This is an optimization exercise on Yosys and OpenROAD, whose aim is small area, not a production implementation. Only simulation tests tie the RTL to the original design; equivalence was not proved. Power figures rest on the tool's default switching activity, not on a simulated workload.

## flow/design.v (module list and top-level ports; edited modules follow where they fit)
// module tv80_alu: 356 lines
// module tv80_mcode: 2185 lines
// module tv80_reg: 41 lines
// module tv80_core: 1150 lines
// module tv80e: 119 lines
// module tv80_cpu: 44 lines
module tv80_cpu (
  input         clk,
  input         reset_n,
  input         cen,
  input         wait_n,
  input         int_n,
  input         nmi_n,
  input         busrq_n,
  input  [7:0]  di,
  output        m1_n,
  output        mreq_n,
  output        iorq_n,
  output        rd_n,
  output        wr_n,
  output        rfsh_n,
  output        halt_n,
  output        busak_n,
  output [15:0] A,
  output [7:0]  dout
);
  // ...
==> flow/flow/run.sh <==
#!/bin/bash
# Own layout flow: the standard synthesis, then an area-oriented re-mapping of
# the combinational logic only (every register instance is kept as synthesized),
# then the standard layout steps from floorplan to finish.
set -euo pipefail
WORK=$(pwd)
FLOWDIR=$(cd "$(dirname "${BASH_SOURCE[0]}")" && pwd)
R=$WORK/orfs/results/$FLOW_PLATFORM/tv80_cpu/base
YOSYS=$FLOW_HOME/../tools/install/yosys/bin/yosys
[ -x "$YOSYS" ] || YOSYS=yosys

bash standard.sh synth > $WORK/log_synth.txt 2>&1

cp $R/1_2_yosys.v $WORK/std_1_2_yosys.v
LIB=$FLOW_HOME/platforms/$FLOW_PLATFORM/lib/sky130_fd_sc_hd__tt_025C_1v80.lib \
IN=$WORK/std_1_2_yosys.v OUT=$WORK/reopt.v TOP=$FLOW_TOP \
  $YOSYS -c $FLOWDIR/reopt.tcl > $WORK/log_reopt.txt 2>&1
cp $WORK/reopt.v $R/1_2_yosys.v
rm -f $R/1_synth.odb $R/1_synth.sdc

# Clock tree: smaller buffers, larger sink clusters, no dummy loads.
CTS="-sink_clustering_enable -repair_clock_nets -dont_use_dummy_load -buf_list sky130_fd_sc_hd__clkbuf_8 -sink_clustering_size 12 -sink_clustering_max_diameter 50"
bash standard.sh "CTS_ARGS=$CTS" "BUFFER_PORTS_ARGS=-buffer_cell sky130_fd_sc_hd__buf_1" finish > $WORK/log_finish.txt 2>&1
==> flow/flow/reopt.tcl <==
# Re-map the combinational cells of the standard synthesis netlist for area.
# Register cells are black boxes here, so their instances and names are kept.
yosys -import
set lib $::env(LIB)
read_liberty -ignore_miss_func $lib
set ffs [list]
foreach c [split [exec grep -o {cell *( *"\?sky130_fd_sc_hd__[a-z0-9_]*} $lib] "\n"] {
  regexp {(sky130_fd_sc_hd__[a-z0-9_]*)} $c -> name
  if {[regexp {__(df|edf|sdf|dl|sdl|conb|tap|fill|decap|diode)} $name]} { lappend ffs $name }
}
blackbox {*}$ffs
read_verilog $::env(IN)
hierarchy -top $::env(TOP)
flatten
opt_clean -purge
set M "strash; dch -f; map -a; mfs2"
abc -liberty $lib -dont_use *probe* -dont_use *lpflow* -script "+$M; strash; &get -n; &deepsyn -T 300; &put; $M; $M; strash; dch -f; amap"
opt_clean -purge
hilomap -singleton -hicell sky130_fd_sc_hd__conb_1 HI -locell sky130_fd_sc_hd__conb_1 LO
splitnets
opt_clean -purge
stat -liberty $lib
write_verilog -noattr -nohex -nodec $::env(OUT)
==> flow/standard.sh <==
#!/bin/bash
# synth_recipe.tcl (not shown) runs the flow's synth.tcl, then flattens the netlist and writes it again
# the make line also repeats each setting of config.mk as NAME=value (left out here)
make -C /OpenROAD-flow-scripts/flow DESIGN_CONFIG=/design/flow/config.mk WORK_HOME=/design/flow/orfs CLKGATE_MAP_FILE= SYNTH_SCRIPT=/design/flow/synth_recipe.tcl "${@:-finish}"
==> flow/config.mk <==
export PLATFORM = sky130hd
export DESIGN_NAME = tv80_cpu
export DESIGN_NICKNAME = tv80_cpu
export VERILOG_FILES = /design/flow/design.v
export SDC_FILE = /design/flow/constraint.sdc
export NUM_CORES = 4
export LEC_CHECK = 0
export CAP_MARGIN = 20
export CORE_MARGIN = 2
export CORE_UTILIZATION = 40
export GPL_TIMING_DRIVEN = 0
export SETUP_SLACK_MARGIN = 0.5
export SLEW_MARGIN = 20
==> flow/constraint.sdc <==
create_clock -name core_clock -period 12.0 [get_ports {clk}]
set_input_delay 2.4000 -clock core_clock [delete_from_list [all_inputs] [get_ports {clk}]]
set_output_delay 2.4000 -clock core_clock [all_outputs]
set_load 0.01 [all_outputs]
==> notes.md, run 1 <==
Hold slack - 491 ps
Met2 usage - 0.643
Initial Utilization - 0.403
Post-route setup TNS - 0 ps
Flop2flop setup slack - 930 ps
Fraction of area in clock buffers and inverters - 0.0250
Placed insts - 3948
Area after DPL - 25300 um^2
Reg2Reg Depth - 42
Worst hold path cell count - 1
Ys Warns - 5
Largest area class, layout - multi-input gates
Post-Route Utilization - 0.450
Post-CTS setup buffers - 3
Wirelength, routed - 136000 um
Root buf cell - clkbuf_8
Design area - 26400 um^2
Rel. slew slack - 0.152
Endpoint class of the critical path - flop
Worst EP required - 12400 ps
Most common cell after layout, fill and taps aside - nor2_1
Min-delay worst type - reg -> reg
Core box area - 58700 um^2
Multi-input logic area - 13400 um^2
Metal3 WL - 18300 um
Final setup margin - 926 ps
Die W - 247 um
Clock transition at path regs - 80 ps
Status - timing/DRC/antenna clean
Clock Power Share - 0.107
Final cell count without fillers - 4017
Vias in the first global route - 26513
Seq Cell Count - 336
TritonCTS clock tree - done
CP peak stage delay - 480 ps
Initial antenna violation count - 11
Multi-input logic cell count - 2391
Comb group - 4.63 mW
Syn avg cell area - 7.62 um^2
Worst Tran Pin Value - 1260 ps
Die Area - 61000 um^2
Maximum VDD drop - 239 uV
Largest delay share family, worst path - simple AND/OR/NAND/NOR gates
Fin. max-slew vios - 0
==> run 2: changes to the inputs <==
--- a/flow/flow/run.sh
+++ b/flow/flow/run.sh
@@ -14,5 +14,19 @@
 cp $R/1_2_yosys.v $WORK/std_1_2_yosys.v
-LIB=$FLOW_HOME/platforms/$FLOW_PLATFORM/lib/sky130_fd_sc_hd__tt_025C_1v80.lib \
-IN=$WORK/std_1_2_yosys.v OUT=$WORK/reopt.v TOP=$FLOW_TOP \
-  $YOSYS -c $FLOWDIR/reopt.tcl > $WORK/log_reopt.txt 2>&1
+# Several independent runs of the re-mapping (different random seeds of
+# ABC's &deepsyn), in parallel; the smallest netlist is kept.
+LIB=$FLOW_HOME/platforms/$FLOW_PLATFORM/lib/sky130_fd_sc_hd__tt_025C_1v80.lib
+NRUN=${NUM_CORES:-4}
+for k in $(seq 1 $NRUN); do
+  LIB=$LIB IN=$WORK/std_1_2_yosys.v OUT=$WORK/reopt_$k.v TOP=$FLOW_TOP DS_T=420 DS_SEED=$((k * 11)) \
+    $YOSYS -c $FLOWDIR/reopt.tcl > $WORK/log_reopt_$k.txt 2>&1 &
+done
+wait
+best=""; bestA=""
+for k in $(seq 1 $NRUN); do
+  a=$(grep "Chip area" $WORK/log_reopt_$k.txt | awk '{print $NF}') || true
+  [ -n "$a" ] && [ -s $WORK/reopt_$k.v ] || continue
+  if [ -z "$best" ] || awk -v a=$a -v b=$bestA 'BEGIN{exit !(a<b)}'; then best=$k; bestA=$a; fi
+done
+echo "kept run $best, area $bestA" | tee $WORK/log_reopt_choice.txt
+cp $WORK/reopt_$best.v $WORK/reopt.v
 cp $WORK/reopt.v $R/1_2_yosys.v
--- a/flow/flow/reopt.tcl
+++ b/flow/flow/reopt.tcl
@@ -16,3 +16,3 @@
 set M "strash; dch -f; map -a; mfs2"
-abc -liberty $lib -dont_use *probe* -dont_use *lpflow* -script "+$M; strash; &get -n; &deepsyn -T 300; &put; $M; $M; strash; dch -f; amap"
+abc -liberty $lib -dont_use *probe* -dont_use *lpflow* -script "+$M; strash; &get -n; &deepsyn -T $::env(DS_T) -S $::env(DS_SEED); &put; $M; $M; strash; dch -f; amap"
 opt_clean -purge
--- a/flow/config.mk
+++ b/flow/config.mk
@@ -11,3 +11,3 @@
 export GPL_TIMING_DRIVEN = 0
-export SETUP_SLACK_MARGIN = 0.5
+export SETUP_SLACK_MARGIN = 0.3
 export SLEW_MARGIN = 20
==> run 2 against run 1 <==
Still clean. Fmax shrank 0.72%. Via count shrank 0.22%. Synthesized cell count shrank 0.68%. Combinational power shrank 6.3%. Sequential share of layout area grew 0.34 points. Clock power shrank 1%. Clock skew is essentially flat. Core utilization grew 0.093 points. Critical path type unchanged.
==> notes.md, run 2 <==
Syn avg cell area - 7.64 um^2 (was 7.62 um^2)
Flop2flop setup slack - 850 ps (was 930 ps)
Worst-case clock buffer depth - 3 (unchanged)
Die Area - 60800 um^2 (was 61000 um^2)
Placed insts - 3921 (was 3948)
Cts bufs inserted - 46 (was 48)
Number of port buffers - 45 (unchanged)
P_leak - 8.34 nW (was 8.40 nW)
Filler cell count - 5964 (was 6011)
Ys Warns - 5 (unchanged)
Core Rows - 88 (was 89)
Gr usage total - 0.440 (was 0.437)
Final setup margin - 846 ps (was 926 ps)
Clock skew - 106 ps (about the same)
Fin. max-slew vios - 0 (unchanged)
Hold_sp - T80x.mreq_n (was T80x.i_tv80_core.BTR_r)
Area Overhead vs Synth - 11.1% (was 11.8%)
Total Power - 7.19 mW (was 7.47 mW)
Clock transition at path regs - 60 ps (was 80 ps)
Initial Utilization - 0.406 (was 0.403)
Reg-to-reg startpoint - T80x.i_tv80_core.mcyc[0] (was T80x.i_tv80_core.mcyc[1])
Final #Nets - 3229 (was 3255)
H-Tree Depth - 2 (unchanged)
TritonCTS Sinks - 336 (unchanged)
Initial antenna violation count - 8 (was 11)
Reg2Reg Depth - 36 (was 42)
Post-route setup TNS - 0 ps (unchanged)
Fin. Hold Viols - 0 (unchanged)
Iter 0 DRT Violations - 5055 (was 4874)
Most common cell after layout, fill and taps aside - nor2_1 (unchanged)
Antenna Violating Nets Remaining - 0 (unchanged)
Max FO, Critical Path - 18 (was 17)
Tcrit/Tclk final - 0.929 (was 0.923)
CP arrival - 11580 ps (was 11470 ps)
Via count - 28876 (was 28940)
Hold slack - 488 ps (was 491 ps)
Worst Tran Pin Value - 1260 ps (about the same)
Fraction of layout cells with a size suffix above 1 - 0.0644 (was 0.0741)
Slowest CP cell - a2111oi_1 (was nor2_1)
Endpoint class of the critical path - flop (unchanged)
First-pass GRT wire length - 193000 um (was 192000 um)
Syn Inst Count - 3080 (was 3101)
Die Y - 247 um (about the same)
Ports - 47 (unchanged)
Root buf cell - clkbuf_8 (unchanged)
Status - timing/DRC/antenna clean (unchanged)
DR pass1 iterations - 9 (was 6)
Reg-to-reg endpoint - T80x.i_tv80_core.i_reg.RegsH[5][4] (was T80x.i_tv80_core.i_reg.RegsH[7][7])
CP peak stage delay - 880 ps (was 480 ps)
Vias per cell - 7.26 (was 7.20)
Multi-input logic area - 13100 um^2 (was 13400 um^2)
Top flop regs - T80x.i_tv80_core.i_reg.RegsH x64, T80x.i_tv80_core.i_reg.RegsL x64 (unchanged)
Pre-CTS setup slack - -155 ps (was -2160 ps)
Wirelength, routed - 136000 um (about the same)
Seq. cell area - 9250 um^2 (was 9270 um^2)
Most frequent cells in the layout - nor2_1, clkinv_1, o22ai_1, a21oi_1, o21ai_0 (was nor2_1, clkinv_1, o22ai_1, o21ai_0, nand2_1)
Rel. slew slack - 0.151 (was 0.152)
Maximum VDD drop - 161 uV (was 239 uV)
WS Path Type - reg -> reg (unchanged)
Max Clk Rate - 0.0897 GHz (was 0.0903 GHz)
Final HPWL from detailed placement - 104000 um (was 103000 um)
Clock latency on the worst-skew pair - 710 ps (was 700 ps)
Worst hold path cell count - 2 (was 1)
Cell Pwr Density - 275 nW/um^2 (was 283 nW/um^2)
Min-delay worst type - reg -> reg (unchanged)
Hold buffers post-CTS - 0 (unchanged)
Final Setup Violations - 0 (unchanged)
Post-Route Utilization - 0.451 (was 0.450)
DR DRC count - 0 (unchanged)
GP Congestion - 1.04 (was 1.06)
Drt wl/cell - 34.1 um (was 33.9 um)
Max-cap viol count - 0 (unchanged)
Hold Path Sink - T80x.mreq_n (was T80x.i_tv80_core.BTR_r)
Netlist Area Pre-Place - 23500 um^2 (was 23600 um^2)
Core box area - 57900 um^2 (was 58700 um^2)
Synthesized net count - 3095 (was 3116)
Fin crit period - 11150 ps (was 11070 ps)
Crit path top cell by count - clkinv_1 (was o21ai_0)
Die W - 247 um (about the same)
Worst EP required - 12430 ps (was 12400 ps)
Vias in the first global route - 26482 (was 26513)
GRT overflow - 0 (unchanged)
Nature of the critical path startpoint - flop (unchanged)
Area after DPL - 25300 um^2 (about the same)
Final cell count without fillers - 3980 (was 4017)
Design area - 26100 um^2 (was 26400 um^2)
RSZ-0062 raised after global routing - no (unchanged)
TritonCTS clock tree - done (unchanged)
Largest net degree at the start of global routing - 37 (was 38)
[run 2: layer usage]
| layer | GRT usage | wire length (um) | up-vias |
|---|---|---|---|
| met1 | 0.597 | 53000 | 13728 |
| met2 | 0.627 | 54500 | 2556 |
| met5 | 0 | 66 | - |
| met3 | 0.144 | 19300 | 598 |
| li1 | - | - | 11984 |
| met4 | 0.216 | 8900 | 10 |
[run 2: what timing repair did]
item | in CTS | in global routing
pin swaps | 2 | 0
cloned | 0 | 0
setup endpoints to repair | 39 | 64
setup buffers | 3 | 7
resized for setup | 2 | 24
[run 2: worst max path at each step]
stage / start / endpoint / slack (ps) / depth (start not counted)
6_report: T80x.i_tv80_core.mcyc[0] / T80x.i_tv80_core.i_reg.RegsH[5][4] / 850 / 36
5_1_grt: T80x.i_tv80_core.IR[4] / T80x.i_tv80_core.i_reg.RegsH[5][4] / 290 / 43
4_1_cts: T80x.i_tv80_core.IR[1] / T80x.i_tv80_core.i_reg.RegsH[5][4] / 370 / 41
3_5_place_dp: T80x.i_tv80_core.IR[5] / T80x.i_tv80_core.i_reg.RegsH[7][4] / -160 / 41
3_3_place_gp: cen / T80x.i_tv80_core.A[15] / -5830 / 12
2_1_floorplan: cen / T80x.i_tv80_core.A[8] / 2560 / 12
[run 2: critical path: cells and delay by family (launching register included)]
kind / cells / cell delay [ps]
AND/OR/NAND/NOR: 14 / 3850
AO/OA/AOI/OAI: 16 / 4370
flip-flops: 1 / 800
buffers and inverters: 6 / 1870
[run 2: final cells by class]
cell class	count	share of cell area
Sequential cell	336	0.354
Clock buffer	46	0.0242
Multi-Input combinational cell	2356	0.502
Tap cell	765	0.0366
Inverter	388	0.0564
Timing Repair Buffer	86	0.0265
Antenna cell	3	0.000287
[run 2: power breakdown]
part / internal [mW] / switching (mW) / leakage, nW / total [mW]
Clock: 0.337 / 0.454 / 0.331 / 0.791
Sequential: 1.54 / 0.524 / 3.46 / 2.06
Combinational: 1.13 / 3.21 / 4.55 / 4.34
==> run 3: changes to the inputs <==
--- a/flow/config.mk
+++ b/flow/config.mk
@@ -7,3 +7,3 @@
 export LEC_CHECK = 0
-export CAP_MARGIN = 20
+export CAP_MARGIN = 15
 export CORE_MARGIN = 2
@@ -11,3 +11,3 @@
 export GPL_TIMING_DRIVEN = 0
-export SETUP_SLACK_MARGIN = 0.3
-export SLEW_MARGIN = 20
+export SETUP_SLACK_MARGIN = 0.4
+export SLEW_MARGIN = 15
==> run 3 against run 2 <==
Still clean. Global-route usage is 0.14 points lower. Final area is 0.58% lower. Power is 0.48% lower. Via count is 0.56% higher. Flip-flop and latch count stayed put. Area after synthesis stayed put. Fmax is 1.0% lower. Core utilization is 0.26 points lower. Clock power is 1% lower. Critical path type unchanged.
==> notes.md, run 3 <==
Fraction of layout cells with a size suffix above 1 - 0.0601 (was 0.0644)
Total Power - 7.15 mW (was 7.19 mW)
CP arrival - 11660 ps (was 11580 ps)
Clock skew - 102 ps (was 106 ps)
Max-cap viol count - 0 (unchanged)
Fin crit period - 11270 ps (was 11150 ps)
Tcrit/Tclk final - 0.939 (was 0.929)
Iter 0 DRT Violations - 5483 (was 5055)
Seq. cell area - 9250 um^2 (about the same)
Vias per cell - 7.30 (was 7.26)
Max FO, Critical Path - 32 (was 18)
Fin. Hold Viols - 0 (unchanged)
Maximum VDD drop - 157 uV (was 161 uV)
Clock latency on the worst-skew pair - 720 ps (was 710 ps)
Fin. max-slew vios - 0 (unchanged)
Design area - 26000 um^2 (was 26100 um^2)
Most common cell after layout, fill and taps aside - nor2_1 (unchanged)
Cell Pwr Density - 275 nW/um^2 (about the same)
Pre-CTS setup slack - -304 ps (was -155 ps)
Placed insts - 3918 (was 3921)
TritonCTS Sinks - 336 (unchanged)
Wirelength, routed - 136000 um (about the same)
Die W - 247 um (unchanged)
Met2 usage - 0.631 (was 0.627)
Cts bufs inserted - 45 (was 46)
First-pass GRT wire length - 193000 um (about the same)
Area after DPL - 25200 um^2 (was 25300 um^2)
Netlist Area Pre-Place - 23500 um^2 (unchanged)
Ys Warns - 5 (unchanged)
GP Congestion - 1.04 (unchanged)
DR pass1 iterations - 13 (was 9)
Most frequent cells in the layout - nor2_1, clkinv_1, o22ai_1, a21oi_1, o21ai_0 (unchanged)
Vias in the first global route - 26281 (was 26482)
Worst-case clock buffer depth - 3 (unchanged)
Final setup margin - 733 ps (was 846 ps)
Synthesized net count - 3095 (unchanged)
Die Area - 60800 um^2 (unchanged)
Antenna Violating Nets Remaining - 0 (unchanged)
CP peak stage delay - 850 ps (was 880 ps)
Max Clk Rate - 0.0888 GHz (was 0.0897 GHz)
DR DRC count - 0 (unchanged)
Slowest CP cell - or2_1 (was a2111oi_1)
Grt met3 use - 0.125 (was 0.144)
Die Y - 247 um (unchanged)
Worst EP required - 12390 ps (was 12430 ps)
RSZ-0062 raised after global routing - no (unchanged)
Flop2flop setup slack - 730 ps (was 850 ps)
H-Tree Depth - 2 (unchanged)
Ports - 47 (unchanged)
Global routing usage on met1 - 0.608 (was 0.597)
Via count - 29038 (was 28876)
Area Overhead vs Synth - 10.4% (was 11.1%)
Final #Nets - 3226 (was 3229)
Status - timing/DRC/antenna clean (unchanged)
Final Setup Violations - 0 (unchanged)
Clock transition at path regs - 90 ps (was 60 ps)
Gr usage total - 0.439 (was 0.440)
WS Path Type - reg -> reg (unchanged)
Final HPWL from detailed placement - 104000 um (about the same)
Post-route setup TNS - 0 ps (unchanged)
Endpoint class of the critical path - flop (unchanged)
Worst Tran Pin Value - 1370 ps (was 1260 ps)
Core Rows - 88 (unchanged)
Min-delay worst type - reg -> reg (unchanged)
Final cell count without fillers - 3979 (was 3980)
Syn avg cell area - 7.64 um^2 (unchanged)
Core box area - 57900 um^2 (unchanged)
TritonCTS clock tree - done (unchanged)
Top flop regs - T80x.i_tv80_core.i_reg.RegsH x64, T80x.i_tv80_core.i_reg.RegsL x64 (unchanged)
P_leak - 8.28 nW (was 8.34 nW)
Post-Route Utilization - 0.449 (was 0.451)
Hold slack - 466 ps (was 488 ps)
Rel. slew slack - 0.0832 (was 0.151)
Multi-input logic area - 13000 um^2 (was 13100 um^2)
Top Usage Layer GRT - met2 (unchanged)
Filler cell count - 6019 (was 5964)
Largest net degree at the start of global routing - 37 (unchanged)
Nature of the critical path startpoint - flop (unchanged)
Root buf cell - clkbuf_8 (unchanged)
Drt wl/cell - 34.2 um (was 34.1 um)
Initial Utilization - 0.406 (unchanged)
Initial antenna violation count - 12 (was 8)
Syn Inst Count - 3080 (unchanged)
GRT overflow - 0 (unchanged)
Number of port buffers - 45 (unchanged)
## run 3: changes by cell type in the layout (fill, tap and decap cells not counted), moves of 3 or more
cell and delta:
o32ai_2 -3, o22ai_2 -3, o22ai_1 +3, buf_16 -4, o32ai_1 +3
## run 3: critical path: cells and delay by family (launching register included)
family	cells	cell delay, ps
AOI/OAI and AO/OA	21	5020
and+or+nand+nor	16	3820
buffers and inverters	7	1430
DFF	1	650
## run 3: path summary, 6_finish.rpt
check                                   startpoint                                  to  cells past startpoint
max                         T80x.i_tv80_core.IR[3]  T80x.i_tv80_core.i_reg.RegsH[3][3]                     44
max in group asynchronous                  reset_n              T80x.i_tv80_core.Fp[1]                      5
max reg2reg                 T80x.i_tv80_core.IR[3]  T80x.i_tv80_core.i_reg.RegsH[3][3]                     44
min reg2reg                T80x.i_tv80_core.No_BTR              T80x.i_tv80_core.BTR_r                      1
min in group asynchronous                  reset_n              T80x.i_tv80_core.INT_s                      1
min                        T80x.i_tv80_core.No_BTR              T80x.i_tv80_core.BTR_r                      1
## run 3: layout make-up
class,count,area share
Antenna cell,5,0.000482
Tap cell,765,0.0368
Sequential cell,336,0.356
Inverter,388,0.0567
Multi-Input combinational cell,2356,0.502
Clock buffer,45,0.0238
Timing Repair Buffer,84,0.0239
## run 3: layer usage
metal	vias up	wire length [um]
met5	-	99
met4	14	8060
met3	550	19800
met2	2602	55300
met1	13888	52700
li1	11984	-
## run 3: repair_timing
action / 4_1_cts / 5_1_grt
pin swaps: 2 / 0
endpoints found under the setup margin: 56 / 64
resized for setup: 5 / 19
hold endpoints to repair: 0 / 0
hold buffers: 0 / 0
setup buffers: 4 / 6
## run 3: report_power, final
part	switching, mW	internal, mW
Combinational	3.21	1.11
Clock	0.452	0.331
Sequential	0.518	1.54
Total	4.18	2.98
==> run 4: changes to the inputs <==
--- a/flow/flow/run.sh
+++ b/flow/flow/run.sh
@@ -35,3 +35,3 @@
 # Clock tree: smaller buffers, larger sink clusters, no dummy loads.
-CTS="-sink_clustering_enable -repair_clock_nets -dont_use_dummy_load -buf_list sky130_fd_sc_hd__clkbuf_8 -sink_clustering_size 12 -sink_clustering_max_diameter 50"
+CTS="-sink_clustering_enable -repair_clock_nets -dont_use_dummy_load -buf_list sky130_fd_sc_hd__clkbuf_8 -sink_clustering_size 14 -sink_clustering_max_diameter 55"
 bash standard.sh "CTS_ARGS=$CTS" "BUFFER_PORTS_ARGS=-buffer_cell sky130_fd_sc_hd__buf_1" finish > $WORK/log_finish.txt 2>&1
--- a/flow/config.mk
+++ b/flow/config.mk
@@ -9,5 +9,5 @@
 export CORE_MARGIN = 2
-export CORE_UTILIZATION = 40
+export CORE_UTILIZATION = 50
 export GPL_TIMING_DRIVEN = 0
-export SETUP_SLACK_MARGIN = 0.4
+export SETUP_SLACK_MARGIN = 0.45
 export SLEW_MARGIN = 15
==> run 4 against run 3 <==
Clock skew shrank 2.2 ps. Worst setup slack improved by 60 ps. Sequential power fell by 3%. Non-clock buffer count down 6.
==> notes.md, run 4 <==
GRT overflow - 0 (unchanged)
Max FO, Critical Path - 18 (was 32)
Ports - 47 (unchanged)
Maximum VDD drop - 146 uV (was 157 uV)
Top flop regs - T80x.i_tv80_core.i_reg.RegsH x64, T80x.i_tv80_core.i_reg.RegsL x64 (unchanged)
Rel. slew slack - 0.0881 (was 0.0832)
Cell Pwr Density - 270 nW/um^2 (was 275 nW/um^2)
Iter 0 DRT Violations - 5743 (was 5483)
Most frequent cells in the layout - nor2_1, clkinv_1, o22ai_1, a21oi_1, o21ai_0 (unchanged)
Worst Tran Pin Value - 1360 ps (was 1370 ps)
Syn Inst Count - 3080 (unchanged)
Core box area - 46500 um^2 (was 57900 um^2)
Clock latency on the worst-skew pair - 670 ps (was 720 ps)
Post-Route Utilization - 0.552 (was 0.449)
P_leak - 8.20 nW (was 8.28 nW)
Ys Warns - 5 (unchanged)
Post-route setup TNS - 0 ps (unchanged)
Fin. max-slew vios - 0 (unchanged)
Synthesized net count - 3095 (unchanged)
Die Y - 221 um (was 247 um)
Most common cell after layout, fill and taps aside - nor2_1 (unchanged)
Nature of the critical path startpoint - flop (unchanged)
Area Overhead vs Synth - 8.91% (was 10.4%)
Worst-case clock buffer depth - 3 (unchanged)
Crit path top cell by count - o21ai_0
Final cell count without fillers - 3810 (was 3979)
DR pass1 iterations - 8 (was 13)
Filler cell count - 4479 (was 6019)
Initial Utilization - 0.506 (was 0.406)
Final HPWL from detailed placement - 93600 um (was 104000 um)
Antenna Violating Nets Remaining - 0 (unchanged)
Initial antenna violation count - 7 (was 12)
CP peak stage delay - 880 ps (was 850 ps)
Hold buffers post-CTS - 0 (unchanged)
Status - timing/DRC/antenna clean (unchanged)
Fraction of layout cells with a size suffix above 1 - 0.0551 (was 0.0601)
Final Setup Violations - 0 (unchanged)
Via count - 29192 (was 29038)
Netlist Area Pre-Place - 23500 um^2 (unchanged)
Die Area - 48800 um^2 (was 60800 um^2)
Largest net degree at the start of global routing - 37 (unchanged)
Clock skew - 99.9 ps (was 102 ps)
Die W - 221 um (was 247 um)
Cts bufs inserted - 37 (was 45)
Pre-CTS setup slack - 284 ps (was -304 ps)
GP Congestion - 1.13 (was 1.04)
Final setup margin - 793 ps (was 733 ps)
Max Clk Rate - 0.0892 GHz (was 0.0888 GHz)
Endpoint class of the critical path - flop (unchanged)
Gr usage total - 0.493 (was 0.439)
Slowest CP cell - dfrtp_1 (was or2_1)
Clock transition at path regs - 90 ps (about the same)
H-Tree Depth - 2 (unchanged)
Final #Nets - 3212 (was 3226)
DR DRC count - 0 (unchanged)
Worst EP required - 12220 ps (was 12390 ps)
Vias in the first global route - 26766 (was 26281)
Core Rows - 79 (was 88)
Min-delay worst type - reg -> reg (unchanged)
Fin crit period - 11210 ps (was 11270 ps)
Hold slack - 486 ps (was 466 ps)
Vias per cell - 7.66 (was 7.30)
Fin. Hold Viols - 0 (unchanged)
Drt wl/cell - 32.7 um (was 34.2 um)
Placed insts - 3755 (was 3918)
Syn avg cell area - 7.64 um^2 (unchanged)
RSZ-0062 raised after global routing - no (unchanged)
CP arrival - 11430 ps (was 11660 ps)
Tcrit/Tclk final - 0.934 (was 0.939)
First-pass GRT wire length - 180000 um (was 193000 um)
TritonCTS clock tree - done (unchanged)
Number of port buffers - 45 (unchanged)
WS Path Type - reg -> reg (unchanged)
Root buf cell - clkbuf_8 (unchanged)
Wirelength, routed - 125000 um (was 136000 um)
TritonCTS Sinks - 336 (unchanged)
Max-cap viol count - 0 (unchanged)
[run 4: worst max-delay path, delay by kind of cell, from the launching register on]
| kind | cells | cell delay, ps |
|---|---|---|
| AO/OA/AOI/OAI | 19 | 5200 |
| AND/OR/NAND/NOR | 15 | 3590 |
| buffers and inverters | 5 | 1110 |
| flip-flops | 1 | 880 |
[run 4: through the flow]
step	power, mW	instance area, um^2
floorplan	4.14	23500
global placement	5.72	24500
detailed placement	5.82	24900
CTS	6.50	25400
global route	7.10	25600
finish	6.93	25600
[run 4: layout make-up]
type                            count  area [um^2]  share of cell area
Antenna cell                        8         20.0            0.000781
Sequential cell                   336         9250               0.361
Timing Repair Buffer               78          582              0.0227
Tap cell                          607          759              0.0296
Clock buffer                       37          509              0.0199
Multi-Input combinational cell   2356        13000               0.508
Inverter                          388         1480              0.0577
[run 4: power breakdown]
group	leakage, nW	total, mW	switching [mW]	internal, mW
clock network	0.266	0.695	0.420	0.275
registers	3.46	1.99	0.460	1.53
logic	4.48	4.24	3.15	1.10
total	8.20	6.93	4.02	2.90
[run 4: worst paths after layout]
path                                         from                                  to  slack [ps]  cells past startpoint
hold reg to reg                       T80x.mreq_n                         T80x.mreq_n         490                      2
setup reg to reg           T80x.i_tv80_core.IR[5]  T80x.i_tv80_core.i_reg.RegsH[3][5]         790                     39
hold / removal                        T80x.mreq_n                         T80x.mreq_n         490                      2
setup / recovery           T80x.i_tv80_core.IR[5]  T80x.i_tv80_core.i_reg.RegsH[3][5]         790                     39
min in group asynchronous                 reset_n            T80x.i_tv80_core.dout[0]        1660                      1
max in group asynchronous                 reset_n             T80x.i_tv80_core.ACC[6]        9050                      5
[run 4: metal layers]
layer	vias up	wire [um]	track usage
met5	-	42	0
met4	6	11700	0.347
met3	814	19900	0.196
met2	2874	50500	0.708
met1	13557	42300	0.604
li1	11941	-	-
[run 4: what timing repair did]
action	CTS	global route
buffers inserted	0	7
setup endpoints to repair	16	64
gates resized for setup	2	22
pin swaps	1	0
==> run 5: changes to the inputs <==
--- a/flow/config.mk
+++ b/flow/config.mk
@@ -9,3 +9,3 @@
 export CORE_MARGIN = 2
-export CORE_UTILIZATION = 50
+export CORE_UTILIZATION = 46
 export GPL_TIMING_DRIVEN = 0
==> run 5 against run 4 <==
Largest power group unchanged. Final area increased by 0.55%. Clock power about the same. Via count rose by 0.42%. Die area increased by 8.5%. Sequential power about the same.
==> notes.md, run 5 <==
Status - timing/DRC/antenna clean (unchanged)
Cell Pwr Density - 274 nW/um^2 (was 270 nW/um^2)
Largest net degree at the start of global routing - 37 (unchanged)
Ports - 47 (unchanged)
GRT overflow - 0 (unchanged)
Final #Nets - 3215 (was 3212)
Syn avg cell area - 7.64 um^2 (unchanged)
Clock skew - 103 ps (was 99.9 ps)
Maximum VDD drop - 130 uV (was 146 uV)
Max-cap viol count - 0 (unchanged)
Final HPWL from detailed placement - 98200 um (was 93600 um)
Reg2Reg Depth - 41 (was 39)
Endpoint class of the critical path - flop (unchanged)
Most frequent cells in the layout - nor2_1, clkinv_1, o22ai_1, a21oi_1, o21ai_0 (unchanged)
Cts bufs inserted - 36 (was 37)
Die Y - 230 um (was 221 um)
Fin. max-slew vios - 0 (unchanged)
GP Congestion - 1.09 (was 1.13)
DR DRC count - 0 (unchanged)
Clock transition at path regs - 80 ps (was 90 ps)
Max Clk Rate - 0.0906 GHz (was 0.0892 GHz)
RSZ-0062 raised after global routing - no (unchanged)
Ys Warns - 5 (unchanged)
Area after DPL - 25000 um^2 (was 24900 um^2)
Core box area - 50300 um^2 (was 46500 um^2)
Fin crit period - 11040 ps (was 11210 ps)
H-Tree Depth - 2 (unchanged)
Gr usage total - 0.480 (was 0.493)
Initial Utilization - 0.468 (was 0.506)
Wirelength, routed - 131000 um (was 125000 um)
Synthesized net count - 3095 (unchanged)
Syn Inst Count - 3080 (unchanged)
Fin. Hold Viols - 0 (unchanged)
P_leak - 8.23 nW (was 8.20 nW)
Root buf cell - clkbuf_8 (unchanged)
Initial antenna violation count - 9 (was 7)
Min-delay worst type - reg -> reg (unchanged)
Worst EP required - 12320 ps (was 12220 ps)
Most common cell after layout, fill and taps aside - nor2_1 (unchanged)
Hold buffers post-CTS - 0 (unchanged)
CP peak stage delay - 920 ps (was 880 ps)
Tcrit/Tclk final - 0.920 (was 0.934)
Core Rows - 82 (was 79)
Area Overhead vs Synth - 9.51% (was 8.91%)
Post-Route Utilization - 0.512 (was 0.552)
Die W - 230 um (was 221 um)
Iter 0 DRT Violations - 5415 (was 5743)
Max FO, Critical Path - 19 (was 18)
Worst-case clock buffer depth - 3 (unchanged)
Die Area - 53000 um^2 (was 48800 um^2)
Antenna Violating Nets Remaining - 0 (unchanged)
Worst Tran Pin Value - 1420 ps (was 1360 ps)
Hold slack - 461 ps (was 486 ps)
Top flop regs - T80x.i_tv80_core.i_reg.RegsH x64, T80x.i_tv80_core.i_reg.RegsL x64 (unchanged)
Vias per cell - 7.56 (was 7.66)
TritonCTS Sinks - 336 (unchanged)
Via count - 29316 (was 29192)
First-pass GRT wire length - 186000 um (was 180000 um)
CP arrival - 11360 ps (was 11430 ps)
Final Setup Violations - 0 (unchanged)
Design area - 25800 um^2 (was 25600 um^2)
Drt wl/cell - 33.7 um (was 32.7 um)
Nature of the critical path startpoint - flop (unchanged)
WS Path Type - reg -> reg (unchanged)
Rel. slew slack - 0.0457 (was 0.0881)
Fraction of layout cells with a size suffix above 1 - 0.0575 (was 0.0551)
DR pass1 iterations - 9 (was 8)
Number of port buffers - 45 (unchanged)
Clock latency on the worst-skew pair - 710 ps (was 670 ps)
TritonCTS clock tree - done (unchanged)
Netlist Area Pre-Place - 23500 um^2 (unchanged)
Worst hold path cell count - 1 (was 2)
Vias in the first global route - 26812 (was 26766)
Slowest CP cell - dfrtp_1 (unchanged)
run 5: power breakdown:
part | switching, mW | internal [mW] | total, mW
Sequential | 0.459 | 1.53 | 1.99
Clock | 0.431 | 0.267 | 0.698
Combinational | 3.27 | 1.10 | 4.37
run 5: final timing paths:
kind	startpoint	endpoint	slack, ps
min reg2reg	T80x.i_tv80_core.No_BTR	T80x.i_tv80_core.BTR_r	460
min in group asynchronous	reset_n	T80x.i_tv80_core.BusReq_s	1760
max in group asynchronous	reset_n	T80x.i_tv80_core.SP[9]	8890
max	T80x.i_tv80_core.IR[2]	T80x.i_tv80_core.i_reg.RegsH[1][5]	960
max reg2reg	T80x.i_tv80_core.IR[2]	T80x.i_tv80_core.i_reg.RegsH[1][5]	960
min	T80x.i_tv80_core.No_BTR	T80x.i_tv80_core.BTR_r	460
run 5: per-stage QoR:
step | setup WS (ps) | total power, mW | TNS (ps) | std cells
5_1_grt | 490 | 7.20 | 0 | 3871
4_1_cts | 482 | 6.65 | 0 | 3861
6_report | 961 | 7.06 | 0 | 3876
3_5_place_dp | -422 | 5.97 | -10240 | 3821
3_3_place_gp | -5910 | 5.87 | -372640 | 3797
2_1_floorplan | 2560 | 4.14 | 0 | 3080
run 5: final cells by class:
cell class,instances,area [um^2]
antenna,6,15.0
clock buffer,36,495
tap,672,841
sequential,336,9250
inverter,388,1470
multi-input combinational,2356,13100
timing repair buffer,82,632
fill,4993,24500
run 5: timing repair:
action	4_1_cts	5_1_grt
buffers inserted	4	3
pin swaps	2	0
endpoints found under the setup margin	56	64
gates resized for setup	6	22
run 5: routing by layer:
metal | share of wire | track usage
met1 | 0.35 | 0.598
met2 | 0.40 | 0.692
met3 | 0.15 | 0.167
met4 | 0.096 | 0.341
met5 | 0.00059 | 0
run 5: worst max-delay path, delay by kind of cell (launching register included):
family	cells	cell delay (ps)
DFF	1	920
AOI/OAI and AO/OA	18	4520
and+or+nand+nor	16	3660
buffers and inverters	7	1570
==> run 6: changes to the inputs <==
--- a/flow/config.mk
+++ b/flow/config.mk
@@ -7,7 +7,7 @@
 export LEC_CHECK = 0
-export CAP_MARGIN = 15
+export CAP_MARGIN = 20
 export CORE_MARGIN = 2
-export CORE_UTILIZATION = 46
+export CORE_UTILIZATION = 50
 export GPL_TIMING_DRIVEN = 0
-export SETUP_SLACK_MARGIN = 0.45
-export SLEW_MARGIN = 15
+export SETUP_SLACK_MARGIN = 0.5
+export SLEW_MARGIN = 20
==> run 6 against run 5 <==
Still clean on timing, DRC and antenna. Core utilization is 4.2 points higher. Worst setup slack lost 200 ps. Sequential power about the same. Power fell by 1.1%. Area after synthesis stayed put. Register-to-register slack lost 200 ps. Combinational power down 2%. Clock-buffer cell count grew 3. Fmax is 1.8% lower. Flip-flop and latch count stayed put. Largest cell class unchanged. Largest power group unchanged.
==> notes.md, run 6 <==
Antenna Violating Nets Remaining - 0 (unchanged)
DR pass1 iterations - 9 (unchanged)
Reg-to-reg startpoint - T80x.i_tv80_core.IR[1] (was T80x.i_tv80_core.IR[2])
Pre-CTS setup slack - 230 ps (was -422 ps)
DR DRC count - 0 (unchanged)
Core box area - 46500 um^2 (was 50300 um^2)
Reg-to-reg endpoint - T80x.i_tv80_core.i_reg.RegsH[6][4] (was T80x.i_tv80_core.i_reg.RegsH[1][5])
Final setup margin - 759 ps (was 961 ps)
Syn avg cell area - 7.64 um^2 (unchanged)
TritonCTS clock tree - done (unchanged)
Routed wl met2 - 50400 um (was 52700 um)
Metal3 WL - 20600 um (was 19500 um)
Most common cell after layout, fill and taps aside - nor2_1 (unchanged)
CP bufs+invs - 8 (was 7)
Netlist Area Pre-Place - 23500 um^2 (unchanged)
Wirelength, routed - 126000 um (was 131000 um)
CP arrival - 11590 ps (was 11360 ps)
Area Overhead vs Synth - 9.40% (was 9.51%)
GRT overflow - 0 (unchanged)
Root buf cell - clkbuf_8 (unchanged)
Largest net degree at the start of global routing - 37 (unchanged)
Hold_sp - T80x.mreq_n (was T80x.i_tv80_core.No_BTR)
Worst EP required - 12350 ps (was 12320 ps)
Synthesized net count - 3095 (unchanged)
WS Path Type - reg -> reg (unchanged)
Iter 0 DRT Violations - 6233 (was 5415)
Status - timing/DRC/antenna clean (unchanged)
Syn Inst Count - 3080 (unchanged)
RSZ-0062 raised after global routing - no (unchanged)
Cell Pwr Density - 271 nW/um^2 (was 274 nW/um^2)
Final Setup Violations - 0 (unchanged)
Gr usage total - 0.495 (was 0.480)
Initial Utilization - 0.506 (was 0.468)
Max-cap viol count - 0 (unchanged)
Ports - 47 (unchanged)
Slowest CP cell - dfrtp_1 (unchanged)
GP Congestion - 1.13 (was 1.09)
Fraction of layout cells with a size suffix above 1 - 0.0587 (was 0.0575)
Clock skew - 76.4 ps (was 103 ps)
Worst-case clock buffer depth - 3 (unchanged)
First-pass GRT wire length - 181000 um (was 186000 um)
Nature of the critical path startpoint - flop (unchanged)
Ys Warns - 5 (unchanged)
Top flop regs - T80x.i_tv80_core.i_reg.RegsH x64, T80x.i_tv80_core.i_reg.RegsL x64 (unchanged)
P_leak - 8.25 nW (was 8.23 nW)
Min-delay worst type - reg -> reg (unchanged)
Total Power - 6.99 mW (was 7.06 mW)
Drt wl/cell - 32.9 um (was 33.7 um)
Max FO, Critical Path - 18 (was 19)
Vias in the first global route - 26806 (was 26812)
Worst hold path cell count - 2 (was 1)
Clock transition at path regs - 90 ps (was 80 ps)
Core Rows - 79 (was 82)
Fin crit period - 11240 ps (was 11040 ps)
Via count - 29410 (was 29316)
CP peak stage delay - 810 ps (was 920 ps)
M1 wire length - 42500 um (was 45900 um)
Clock latency on the worst-skew pair - 660 ps (was 710 ps)
TritonCTS Sinks - 336 (unchanged)
Hold Path Sink - T80x.mreq_n (was T80x.i_tv80_core.BTR_r)
Filler cell count - 4461 (was 4993)
Vias per cell - 7.71 (was 7.56)
H-Tree Depth - 2 (unchanged)
Crit path top cell by count - nor2_1
Fin. Hold Viols - 0 (unchanged)
Die Area - 48800 um^2 (was 53000 um^2)
Reg2Reg Depth - 42 (was 41)
Die W - 221 um (was 230 um)
Max Clk Rate - 0.0890 GHz (was 0.0906 GHz)
Fin. max-slew vios - 0 (unchanged)
Hold buffers post-CTS - 0 (unchanged)
Cell count along the critical path - 42 (was 41)
Final #Nets - 3220 (was 3215)
Final HPWL from detailed placement - 93500 um (was 98200 um)
Flop2flop setup slack - 760 ps (was 960 ps)
Post-Route Utilization - 0.554 (was 0.512)
Endpoint class of the critical path - flop (unchanged)
Die Y - 221 um (was 230 um)
Cts bufs inserted - 39 (was 36)
Worst Tran Pin Value - 1250 ps (was 1420 ps)
Largest delay share family, worst path - compound AO/OA/AOI/OAI gates (unchanged)
Final cell count without fillers - 3816 (was 3876)
Initial antenna violation count - 12 (was 9)
Number of port buffers - 45 (unchanged)
Placed insts - 3757 (was 3821)
Rel. slew slack - 0.165 (was 0.0457)
Tcrit/Tclk final - 0.937 (was 0.920)
Most frequent cells in the layout - nor2_1, clkinv_1, o22ai_1, a21oi_1, o21ai_0 (unchanged)
Top Layer Used - met5 (unchanged)
Maximum VDD drop - 140 uV (was 130 uV)
==> run 6: cell count changes in the layout (fill, tap and decap cells not counted), sizes merged <==
cell,change
buf,+4
clkinvlp,+2
inv,-1
clkbuf,+1
clkinv,-1
==> run 6: layout make-up <==
class | instances | area [um^2] | share of cell area
well taps | 607 | 759 | 0.0295
flip-flops and latches | 336 | 9250 | 0.359
diodes | 6 | 15.0 | 0.000583
repair buffers | 84 | 639 | 0.0248
clock buffers | 39 | 537 | 0.0209
multi-input cells | 2356 | 13100 | 0.508
inverters | 388 | 1480 | 0.0573
==> run 6: worst register-to-register path: cells and delay by family, from the launching register on <==
kind	cells	cell delay, ps
AO/OA/AOI/OAI	17	4260
AND/OR/NAND/NOR	17	4220
buffers and inverters	8	1670
flip-flops	1	810
==> run 6: power breakdown <==
part           internal [mW]  total (mW)  switching, mW
clock                  0.289       0.708          0.419
combinational           1.11        4.28           3.17
sequential              1.53        2.00          0.463
==> run 6: worst max-delay path by stage <==
stage	to	start	slack (ps)
global placement	T80x.i_tv80_core.A[8]	cen	-5590
floorplan	T80x.i_tv80_core.A[8]	cen	2560
finish	T80x.i_tv80_core.i_reg.RegsH[6][4]	T80x.i_tv80_core.IR[1]	760
global route	T80x.i_tv80_core.i_reg.RegsH[3][5]	T80x.i_tv80_core.IR[5]	380
detailed placement	T80x.i_tv80_core.i_reg.RegsH[0][5]	T80x.i_tv80_core.IR[5]	230
CTS	T80x.i_tv80_core.i_reg.RegsH[6][4]	T80x.i_tv80_core.IR[5]	580
==> run 6: routing by layer <==
| layer | up-vias | global-route usage |
|---|---|---|
| met5 | - | 0 |
| met4 | 10 | 0.348 |
| met3 | 905 | 0.201 |
| met1 | 13562 | 0.609 |
| li1 | 11970 | - |
| met2 | 2963 | 0.706 |
==> run 6: what timing repair did <==
| item | in CTS | in global routing |
|---|---|---|
| endpoints found under the setup margin | 40 | 64 |
| resized for setup | 2 | 24 |
| endpoints found under the hold margin | 0 | 0 |
| buffers inserted | 5 | 7 |
| pin swaps | 2 | 0 |
==> run 6: through the flow <==
stage / hold WS, ps / TNS (ps) / area [um^2]
after global routing: 519 / 0 / 25700
final: 492 / 0 / 25700
after detailed placement: 481 / 0 / 25000
after CTS: 494 / 0 / 25500
after global placement: 464 / -328870 / 24500
after floorplan: 445 / 0 / 23500

## afterwards: timing with drivers on the ports
Ports are ideal in the flow. The routed layouts listed here were re-timed in OpenROAD.
Step 1: set_driving_cell puts a clkbuf_16 on clk and a buf_2 on each other input, an assumption about the parent block.
Step 2 also shifts input and output timing later by t, the mid clock arrival at the registers, as if the neighbouring blocks saw the same clock.
a / b / c = ideal ports / drivers / drivers and shift; a / b = the first two.
| run | t (ns) | setup slack, ns | worst setup path at the end | worst slew at a driven data input, ns | cell pins on the clock port's net |
|---|---|---|---|---|---|
| run 1 | 0.704 | 0.926 / 0.926 / 0.926 | register to register | 0.08 | 1 |
| run 2 | 0.720 | 0.846 / 0.846 / 0.846 | register to register | 0.04 | 1 |
| run 3 | 0.724 | 0.733 / 0.733 / 0.733 | register to register | 0.04 | 1 |
| run 4 | 0.677 | 0.793 / 0.793 / 0.793 | register to register | 0.03 | 1 |
| run 5 | 0.723 | 0.961 / 0.961 / 0.961 | register to register | 0.03 | 1 |
| run 6 | 0.681 | 0.759 / 0.759 / 0.759 | register to register | 0.04 | 1 |
After both steps every run listed still meets setup and hold.
